This is an optimization exercise on Yosys and OpenROAD, whose aim is small area, a short achievable clock period and few clock cycles, not a production implementation. Function was checked by simulation only, so behaviour that the tests miss may differ from the original. The clock port is modelled as an ideal driver; clocking choices that lean on that would not hold on a real chip.

Design viterbi_decoder, start of the top module:
module viterbi_decoder(sys_clk,rst,en,i_data,o_data,o_done);
==> flow/config.mk <==
export PLATFORM = sky130hd
export DESIGN_NAME = viterbi_decoder
export DESIGN_NICKNAME = viterbi_decoder
export VERILOG_FILES = /design/flow/design.v
export SDC_FILE = /design/flow/constraint.sdc
export NUM_CORES = 4
export LEC_CHECK = 0
export ABC_AREA = 1
export CAP_MARGIN = 20
export CORE_AREA = 2 2 68 68
export CTS_BUF_LIST = sky130_fd_sc_hd__clkbuf_2
export DIE_AREA = 0 0 70 70
export SLEW_MARGIN = 20
==> flow/constraint.sdc <==
create_clock -name core_clock -period 5.0 [get_ports {sys_clk}]
set_input_delay 1.0000 -clock core_clock [delete_from_list [all_inputs] [get_ports {sys_clk}]]
set_output_delay 1.0000 -clock core_clock [all_outputs]
set_load 0.01 [all_outputs]
standard.sh (not shown) runs the stock make flow with config.mk's settings and CLKGATE_MAP_FILE= SYNTH_SCRIPT=/design/flow/synth_recipe.tcl, a recipe that flattens the netlist after the stock synthesis.
==> flow/flow/run.sh <==
#!/bin/bash
set -euo pipefail
PB="BUFFER_PORTS_ARGS=-buffer_cell sky130_fd_sc_hd__buf_2"
bash standard.sh "$PB" cts > make_cts.log 2>&1
export ORFS_RESULTS="$PWD/orfs/results/${FLOW_PLATFORM}/viterbi_decoder/base"
openroad -no_init -exit flow/resize_step.tcl > resize.log 2>&1
bash standard.sh "$PB" finish > make_finish.log 2>&1
==> flow/flow/resize.tcl <==
proc obj {} {
  estimate_parasitics -placement
  set a 0.0
  foreach inst [[ord::get_db_block] getInsts] {
    set m [$inst getMaster]
    if {[$m getType] eq "CORE"} { set a [expr {$a + [$m getWidth] * [$m getHeight]}] }
  }
  set a [expr {$a / 1e6}]
  set ws [sta::worst_slack_cmd max]
  set ws [expr {[sta::time_sta_ui $ws]}]
  return [list [expr {$a * ($::period - $ws)}] $a $ws]
}
set ::period $::env(FLOW_PERIOD_NS)
set ::dont_use {}
if {[info exists ::env(DONT_USE_CELLS)]} { set ::dont_use $::env(DONT_USE_CELLS) }
set lib_cells {}
proc family {name} {
  if {[regexp {^(sky130_fd_sc_hd__[a-z0-9]+)_([0-9]+)$} $name -> base n]} { return $base }
  return ""
}
set cands {}
set orig_master [dict create]
foreach inst [[ord::get_db_block] getInsts] {
  set m [$inst getMaster]
  set n [$m getName]
  if {[$m getType] ne "CORE"} { continue }
  if {[regexp {df|clkbuf|clkinv|conb|tap|fill|decap|dly} $n]} { continue }
  set f [family $n]
  if {$f eq ""} { continue }
  set alts {}
  foreach lc [get_lib_cells ${f}_*] {
    set ln [get_name $lc]
    if {[family $ln] ne $f || $ln eq $n} { continue }
    if {[regexp {lpflow|probe} $ln] || [lsearch $::dont_use $ln] >= 0} { continue }
    lappend alts $ln
  }
  if {[llength $alts]} { lappend cands [list [$inst getName] $alts]; dict set orig_master [$inst getName] $n }
}
set best [obj]
puts "resize: start obj [lindex $best 0] area [lindex $best 1] slack [lindex $best 2], [llength $cands] candidates"
for {set pass 0} {$pass < 4} {incr pass} {
  set changed 0
  foreach c $cands {
    set iname [lindex $c 0]
    set inst [[ord::get_db_block] findInst $iname]
    set cur [[$inst getMaster] getName]
    set keep $cur
    foreach alt [concat [lindex $c 1] $cur] {
      if {$alt eq $cur} { continue }
      replace_cell [get_cells $iname] [get_lib_cells $alt]
      set o [obj]
      if {[lindex $o 0] < [lindex $best 0] - 1e-6 && [lindex $o 2] >= 0} {
        set best $o; set keep $alt
      }
      replace_cell [get_cells $iname] [get_lib_cells $keep]
    }
    if {$keep ne $cur} { incr changed; set c [list $iname [lindex $c 1]] }
  }
  puts "resize: pass $pass changed $changed obj [lindex $best 0] area [lindex $best 1] slack [lindex $best 2]"
  if {$changed == 0} break
}
foreach c $cands {
  set iname [lindex $c 0]
  set now [[[[ord::get_db_block] findInst $iname] getMaster] getName]
  if {$now ne [dict get $orig_master $iname]} { puts "resize: $iname [dict get $orig_master $iname] -> $now" }
}
==> flow/flow/resize_step.tcl <==
# Runs between ORFS's cts and grt steps: reads the post-CTS database, sizes
# the logic gates with flow/resize.tcl, legalises the placement and writes the
# database back for the rest of the standard flow.
set res $::env(ORFS_RESULTS)
read_db $res/4_cts.odb
read_liberty $::env(FLOW_HOME)/platforms/sky130hd/lib/sky130_fd_sc_hd__tt_025C_1v80.lib
read_sdc $res/4_cts.sdc
source $::env(FLOW_HOME)/platforms/sky130hd/setRC.tcl
estimate_parasitics -placement
source [file join [file dirname [info script]] resize.tcl]
detailed_placement
check_placement -verbose
estimate_parasitics -placement
puts "resize: after legalisation area/slack [obj]"
# a second round on the legalised placement
source [file join [file dirname [info script]] resize.tcl]
detailed_placement
check_placement -verbose
puts "resize: after second legalisation area/slack [obj]"
write_db $res/4_cts.odb
The baseline completed with no timing, DRC or antenna violations.
Testbench counts at the start, summed over its fixed seeds: cycles 3,200.
Next try:
--- a/flow/flow/resize.tcl
+++ b/flow/flow/resize.tcl
@@ -2 +1,0 @@
-  estimate_parasitics -placement
--- a/flow/flow/resize_step.tcl
+++ b/flow/flow/resize_step.tcl
@@ -15,5 +14,0 @@
-# a second round on the legalised placement
-source [file join [file dirname [info script]] resize.tcl]
-detailed_placement
-check_placement -verbose
-puts "resize: after second legalisation area/slack [obj]"
- via count rises by 2.1%
- worst hold slack gets better by 0.012 ns
- utilization went up by 0.29 points

viterbi_decoder, a different RTL version from the one above (not shown whole).
Size: ~200 cells after synthesis, about 7 flip-flops, roughly 28 I/O pins, about 0.0011 mm2 of cells after synthesis.
Settings: LEC_CHECK=0, ABC_AREA=1, CAP_MARGIN=20, CORE_MARGIN=2, CORE_UTILIZATION=25, SLEW_MARGIN=20; clock period 5.0 ns.
==> flow/flow/run.sh <==
#!/bin/bash
# The standard layout (the standard.sh, standard synthesis unchanged),
# except that the port buffers are made from sky130_fd_sc_hd__buf_2 instead of
# the delay cell that buffer_ports picks by default. Every port still gets
# one buffer. The make output goes to make_finish.log; ORFS's own per-step
# logs are under orfs/logs/.
set -euo pipefail
bash standard.sh "BUFFER_PORTS_ARGS=-buffer_cell sky130_fd_sc_hd__buf_2" finish > make_finish.log 2>&1
The baseline completed without violations.
Testbench counts at the start, summed over its fixed seeds: cycles 3,200.
Edit:
--- a/flow/flow/run.sh
+++ b/flow/flow/run.sh
@@ -8 +8 @@
-bash standard.sh "BUFFER_PORTS_ARGS=-buffer_cell sky130_fd_sc_hd__buf_2" finish > make_finish.log 2>&1
+bash standard.sh "BUFFER_PORTS_ARGS=-buffer_cell sky130_fd_sc_hd__buf_2" RECOVER_POWER=100 finish > make_finish.log 2>&1
- CORE_AREA: unset -> 2 2 68 68
- CORE_MARGIN: 2 -> unset
- CORE_UTILIZATION: 25 -> unset
- DIE_AREA: unset -> 0 0 70 70
=> Worst setup slack degrades by 0.13 ns; design area came out lower by 1.2%; maximum frequency came out lower by 2.9%; critical path depth came out higher by 2; via count came out higher by 4.2%; count of clock-buffer cells in the layout came out lower by 1.

## static timing again, ports no longer ideal
No port has a modelled driver above. Below, the same layouts with a new extraction and two added sets of constraints. Step 1, drivers: a clkbuf_16 drives sys_clk and a buf_2 each remaining input, both assumed. Step 2 also shifts input and output timing later by t, the mid clock arrival at the registers, as if the neighbouring blocks saw the same clock. Slacks: no drivers / after step 1 / after step 2; pairs: no drivers / after step 1.
run	t, ns	slack for setup (ns)	worst setup path at the end	latest minus earliest clock arrival (ns)	worst register clock-pin slew, ns
the first run of note 1	0.243	1.017 / 1.015 / 0.772	input to register	0.003 / 0.003	0.07 / 0.07
the second run of note 1	0.243	0.948 / 0.945 / 0.702	input to register	0.001 / 0.001	0.07 / 0.07
the first run of note 2	0.240	0.834 / 0.835 / 0.595	input to register	0.001 / 0.001	0.04 / 0.04
the second run of note 2	0.249	0.708 / 0.706 / 0.457	input to register	0.001 / 0.001	0.04 / 0.04
After both steps every run listed still meets setup and hold. The setup slack of the second run of note 2, which loses most, moves by -0.002 ns with the drivers and by -0.251 ns with both steps.
